Source: an optimization exercise on an open RTL-to-GDS flow (aim: small area). Production flows keep margins and buffers that such runs may drop.
Function was checked by simulation only, so behaviour that the tests miss may differ from the original.
No driver is modelled on the clock port, so clock power and skew are understated where the tree is cut down; a real chip needs a root buffer or a tree.

Setup of run 1:
## stopwatch
module stopwatch (
    input clk,
    input pb_rst,
    input pb_pause,
    input sw_select,
    input sw_mode,
    output [6:0] seven_seg,
    output [3:0] anode_count,
    output [1:0] Led
);
  wire rst = pb_rst;
  reg [4:0] q;
  reg [9:0] b;
  reg [3:0] d;
  wire slot_end = q[4] & q[3];
  wire [10:0] b_inc = {1'b0, b} + {10'd0, slot_end};
  wire tick = b_inc[10];
  wire [4:0] d_inc = {1'b0, d} + {4'd0, tick};
  wire d_wrap = d_inc[4];
  always @(posedge clk) begin
    if (rst) begin
      q <= 5'b10010;
      b <= 10'd1023;
      d <= 4'd6;
    end else begin
      q <= ~{q[3:0], q[4]};
      b <= b_inc[9:0] | {5'd0, tick, tick, 3'd0};
      d <= d_inc[3:0] | {1'b0, d_wrap, d_wrap, 1'b0};
    end
  end
  wire clk10 = d[0] ^ tick;
  wire d_first  = ~d[3] & ~d[0];
  wire d_second = ~d[2] & d[1] & d[0];
  reg [16:0] p;
  reg pause;
  wire p_x = (p == 17'h05555);
  always @(posedge clk) begin
    if (rst | ~pb_pause) p <= 17'h155d4;
    else p <= {~p[15:0], (p[16] ^ p[13]) | p_x};
    if (rst) pause <= 1'b0;
    else if (p_x) pause <= ~pause;
  end
  reg [3:0] s1;
  reg [2:0] s10;
  reg [3:0] m1;
  reg [2:0] m10;
  wire upd = tick & ~pause & (d_first | (sw_mode & d_second));
  wire selmin = sw_mode & sw_select;
  wire s1_9 = s1[3] & s1[0];
  wire s_max = s1_9 & s10[2] & s10[0];
  wire m1_9 = m1[3] & m1[0];
  wire m_max = m1_9 & m10[2] & m10[0];
  wire m_63 = m10[2] & m10[1] & m1[1] & m1[0];
  wire s_inc = upd & ~selmin;
  wire m_inc = upd & (selmin | s_max);
  always @(posedge clk) begin
    if (rst) begin
      s1 <= 4'd0;
      s10 <= 3'd0;
      m1 <= 4'd0;
      m10 <= 3'd0;
    end else begin
      if (s_inc) begin
        if (s1_9) begin
          s1 <= 4'd0;
          s10 <= (s10[2] & s10[0]) ? 3'd0 : s10 + 3'd1;
        end else s1 <= s1 + 4'd1;
      end
      if (m_inc) begin
        if ((m_max & s_max) | m_63) begin
          m1 <= 4'd0;
          m10 <= 3'd0;
        end else if (m1_9) begin
          m1 <= 4'd0;
          m10 <= m10 + 3'd1;
        end else m1 <= m1 + 4'd1;
      end
    end
  end
  reg [3:0] dig;
  always @(*) begin
    case (b[1:0])
      2'd3: dig = {1'b0, m10};
      2'd0: dig = m1;
      2'd1: dig = {1'b0, s10};
      default: dig = s1;
    endcase
  end
  reg [6:0] seg;
  always @(*) begin
    case (dig)
      4'd0: seg = 7'b0000001;
  ...
For scale: ~18 I/O pins.
clock: 10.0 ns
lec_check: 0
cap_margin: 20
core_margin: 2
core_utilization: 70
slew_margin: 20
standard.sh (not shown) runs the stock make flow with config.mk's settings and CLKGATE_MAP_FILE= SYNTH_SCRIPT=/design/flow/synth_recipe.tcl, a recipe that flattens the netlist after the stock synthesis.
==> flow/flow/run.sh <==
#!/bin/bash
# Own layout flow: the standard ORFS flow, with
#  - synthesis mapped by an area-oriented abc script (flow/abc.script) and no
#    half/full-adder extraction; everything else in synth_recipe.tcl unchanged
#  - small buffers on the ports
#  - a clock tree of one buffer (flow/pre_cts.tcl)
set -euo pipefail
W=$PWD
cat > $W/my_synth.tcl <<EOS
proc abc {args} {
  set i [lsearch -exact \$args -script]
  if {\$i >= 0} { set args [lreplace \$args [expr {\$i + 1}] [expr {\$i + 1}] $W/flow/abc.script] }
  yosys abc {*}\$args
}
source $W/synth_recipe.tcl
EOS
export FLOW_CLK_BUF=sky130_fd_sc_hd__clkbuf_8
export FLOW_CLK_K=3
bash standard.sh SYNTH_SCRIPT=$W/my_synth.tcl ADDER_MAP_FILE= \
  "BUFFER_PORTS_ARGS=-buffer_cell sky130_fd_sc_hd__buf_1" \
  PRE_CTS_TCL=$W/flow/pre_cts.tcl \
  finish > $W/standard.log 2>&1
==> flow/flow/abc.script <==
strash
dc2
&get -n
&dch -f
&nf -R 1000 -a
&put
==> flow/flow/pre_cts.tcl <==
# Clock tree: the flip-flops are split into CLK_K groups by position (k-means);
# each group gets one clock buffer at its centroid, and the clock port drives
# only those buffers.
set block [ord::get_db_block]
set dbu [$block getDbUnitsPerMicron]
set k $::env(FLOW_CLK_K)
set pins {}
foreach it [[$block findNet clk] getITerms] {
  set loc [[$it getInst] getLocation]
  lappend pins [list [$it getName] [expr {double([lindex $loc 0]) / $dbu}] [expr {double([lindex $loc 1]) / $dbu}]]
}
set pins [lsort -real -index 1 $pins]
set n [llength $pins]
# initial centres: spread along x
set cents {}
for {set c 0} {$c < $k} {incr c} {
  set p [lindex $pins [expr {int(($c + 0.5) * $n / $k)}]]
  lappend cents [list [lindex $p 1] [lindex $p 2]]
}
for {set iter 0} {$iter < 20} {incr iter} {
  set groups {}
  for {set c 0} {$c < $k} {incr c} { lappend groups {} }
  foreach p $pins {
    set best 0
    set bd 1e30
    for {set c 0} {$c < $k} {incr c} {
      set cc [lindex $cents $c]
      set d [expr {abs([lindex $p 1] - [lindex $cc 0]) + abs([lindex $p 2] - [lindex $cc 1])}]
      if {$d < $bd} { set bd $d; set best $c }
    }
    lset groups $best [concat [lindex $groups $best] [list $p]]
  }
  set cents {}
  foreach g $groups {
    set sx 0.0
    set sy 0.0
    foreach p $g { set sx [expr {$sx + [lindex $p 1]}]; set sy [expr {$sy + [lindex $p 2]}] }
    set m [llength $g]
    if {$m == 0} { set m 1 }
    lappend cents [list [expr {$sx / $m}] [expr {$sy / $m}]]
  }
}
set c 0
foreach g $groups cc $cents {
  if {[llength $g] == 0} { continue }
  set loads {}
  foreach p $g { lappend loads [get_pins [lindex $p 0]] }
  puts "clock buffer $c: [llength $g] sinks at $cc"
  insert_buffer -buffer_cell $::env(FLOW_CLK_BUF) -net clk -load_pins $loads -location $cc -buffer_name clkbuf_$c -net_name clk_leaf_$c
  incr c
}
rename clock_tree_synthesis orig_clock_tree_synthesis
proc clock_tree_synthesis {args} {
  puts "clock_tree_synthesis skipped: the clock buffers were inserted by pre_cts.tcl"
}
Modified inputs, run 2 compared to run 1
Settings: swapping 70 for 40 in CORE_UTILIZATION.
--- a/flow/flow/run.sh
+++ b/flow/flow/run.sh
@@ -4,5 +4,5 @@
 #    half/full-adder extraction; everything else in synth_recipe.tcl unchanged
 #  - small buffers on the ports
-#  - a clock tree of one buffer (flow/pre_cts.tcl)
+#  - a clock tree with no dummy loads
 set -euo pipefail
 W=$PWD
@@ -15,8 +15,6 @@
 source $W/synth_recipe.tcl
 EOS
-export FLOW_CLK_BUF=sky130_fd_sc_hd__clkbuf_8
-export FLOW_CLK_K=3
 bash standard.sh SYNTH_SCRIPT=$W/my_synth.tcl ADDER_MAP_FILE= \
   "BUFFER_PORTS_ARGS=-buffer_cell sky130_fd_sc_hd__buf_1" \
-  PRE_CTS_TCL=$W/flow/pre_cts.tcl \
+  "CTS_ARGS=-repair_clock_nets -dont_use_dummy_load -buf_list sky130_fd_sc_hd__clkbuf_16 -root_buf sky130_fd_sc_hd__clkbuf_16" \
   finish > $W/standard.log 2>&1
removed: flow/flow/pre_cts.tcl
[summary]
In the metrics for run 1 and run 2, the one carrying the lower critical path data arrival time is run 1.
Summary — fraction of area in multi-input gates, run 2 relative to run 1: lower, by 2.5 points.
Global routing usage summed across all routing layers for run 2 is lower than for run 1.
The area enclosed by the die boundary reported for run 2 is greater than that of run 1 by 2200 µm².
Re number of flip-flops and latches: no difference whatsoever between run 1 and run 2.
Utilization | run 2 below run 1
Sequential share of layout area (lower): run 2
## Diff of input files: run 3 against run 2
--- a/flow/flow/run.sh
+++ b/flow/flow/run.sh
@@ -4,5 +4,5 @@
 #    half/full-adder extraction; everything else in synth_recipe.tcl unchanged
 #  - small buffers on the ports
-#  - a clock tree with no dummy loads
+#  - a clock tree of one buffer (flow/pre_cts.tcl)
 set -euo pipefail
 W=$PWD
@@ -15,6 +15,8 @@
 source $W/synth_recipe.tcl
 EOS
+export FLOW_CLK_BUF=sky130_fd_sc_hd__clkbuf_8
+export FLOW_CLK_K=3
 bash standard.sh SYNTH_SCRIPT=$W/my_synth.tcl ADDER_MAP_FILE= \
   "BUFFER_PORTS_ARGS=-buffer_cell sky130_fd_sc_hd__buf_1" \
-  "CTS_ARGS=-repair_clock_nets -dont_use_dummy_load -buf_list sky130_fd_sc_hd__clkbuf_16 -root_buf sky130_fd_sc_hd__clkbuf_16" \
+  PRE_CTS_TCL=$W/flow/pre_cts.tcl \
   finish > $W/standard.log 2>&1
==> flow/flow/abc.script <==
strash
&get -n
&deepsyn -T 30 -S 2
&dch -f
&nf -R 1000 -a
&put
==> flow/flow/pre_cts.tcl (new file) <==
# Clock tree: the flip-flops are split into CLK_K groups by position (k-means);
# each group gets one clock buffer at its centroid, and the clock port drives
# only those buffers.
set block [ord::get_db_block]
set dbu [$block getDbUnitsPerMicron]
set k $::env(FLOW_CLK_K)
set pins {}
foreach it [[$block findNet clk] getITerms] {
  set loc [[$it getInst] getLocation]
  lappend pins [list [$it getName] [expr {double([lindex $loc 0]) / $dbu}] [expr {double([lindex $loc 1]) / $dbu}]]
}
set pins [lsort -real -index 1 $pins]
set n [llength $pins]
# initial centres: spread along x
set cents {}
for {set c 0} {$c < $k} {incr c} {
  set p [lindex $pins [expr {int(($c + 0.5) * $n / $k)}]]
  lappend cents [list [lindex $p 1] [lindex $p 2]]
}
for {set iter 0} {$iter < 20} {incr iter} {
  set groups {}
  for {set c 0} {$c < $k} {incr c} { lappend groups {} }
  foreach p $pins {
    set best 0
    set bd 1e30
    for {set c 0} {$c < $k} {incr c} {
      set cc [lindex $cents $c]
      set d [expr {abs([lindex $p 1] - [lindex $cc 0]) + abs([lindex $p 2] - [lindex $cc 1])}]
      if {$d < $bd} { set bd $d; set best $c }
    }
    lset groups $best [concat [lindex $groups $best] [list $p]]
  }
  set cents {}
  foreach g $groups {
    set sx 0.0
    set sy 0.0
    foreach p $g { set sx [expr {$sx + [lindex $p 1]}]; set sy [expr {$sy + [lindex $p 2]}] }
    set m [llength $g]
    if {$m == 0} { set m 1 }
    lappend cents [list [expr {$sx / $m}] [expr {$sy / $m}]]
  }
}
set c 0
foreach g $groups cc $cents {
  if {[llength $g] == 0} { continue }
  set loads {}
  foreach p $g { lappend loads [get_pins [lindex $p 0]] }
  puts "clock buffer $c: [llength $g] sinks at $cc"
  insert_buffer -buffer_cell $::env(FLOW_CLK_BUF) -net clk -load_pins $loads -location $cc -buffer_name clkbuf_$c -net_name clk_leaf_$c
  incr c
}
rename clock_tree_synthesis orig_clock_tree_synthesis
proc clock_tree_synthesis {args} {
  puts "clock_tree_synthesis skipped: the clock buffers were inserted by pre_cts.tcl"
}
Compared to run 2, run 3 has global-route usage 0.35 points lower.
Run 2 → run 3: number of cells in the finished layout apart from fillers lower; final design utilization lower.
Detailed route, run 3 vs run 2: via total lower for run 3
Design area (higher): run 2
Proportion of synthesized chip area in sequential cells | run 3 above run 2
Diff run 3..run 2 | number of maximum-capacitance constraint violations | unchanged
On initial standard-cell utilization of the core, run 2 and run 3 are basically level.
Run 3 vs run 2 — cell area after placement dropped 1.6%.
In run 1 and run 3 the design's own scripts or RTL, not TritonCTS, make the clock network.

## what the ideal ports hide
Ports are ideal in the flow. The routed layouts listed here were re-timed in OpenROAD. Step 1 sets driving cells, clkbuf_16 on the clock port and buf_2 on the other inputs (assumed; they add their load-dependent delay and slew). Step 2 also shifts input and output timing later by t, the mid clock arrival at the registers, as if the neighbouring blocks saw the same clock. a / b / c = ideal / step 1 / step 2; a / b = the first two.
run | shift t [ns] | slack for setup (ns) | worst setup path after step 2 | worst register clock-pin slew, ns
run 1 | 0.190 | 4.856 / 4.816 / 4.875 | input to output | 0.11 / 0.11
run 2 | 0.309 | 4.837 / 4.805 / 4.910 | input to output | 0.07 / 0.07
run 3 | 0.198 | 4.306 / 4.269 / 4.269 | input to output | 0.10 / 0.10
After both steps setup and hold are still met in every run listed. The setup slack of run 3, which loses most, moves by -0.037 ns with the drivers and by -0.037 ns with both steps.
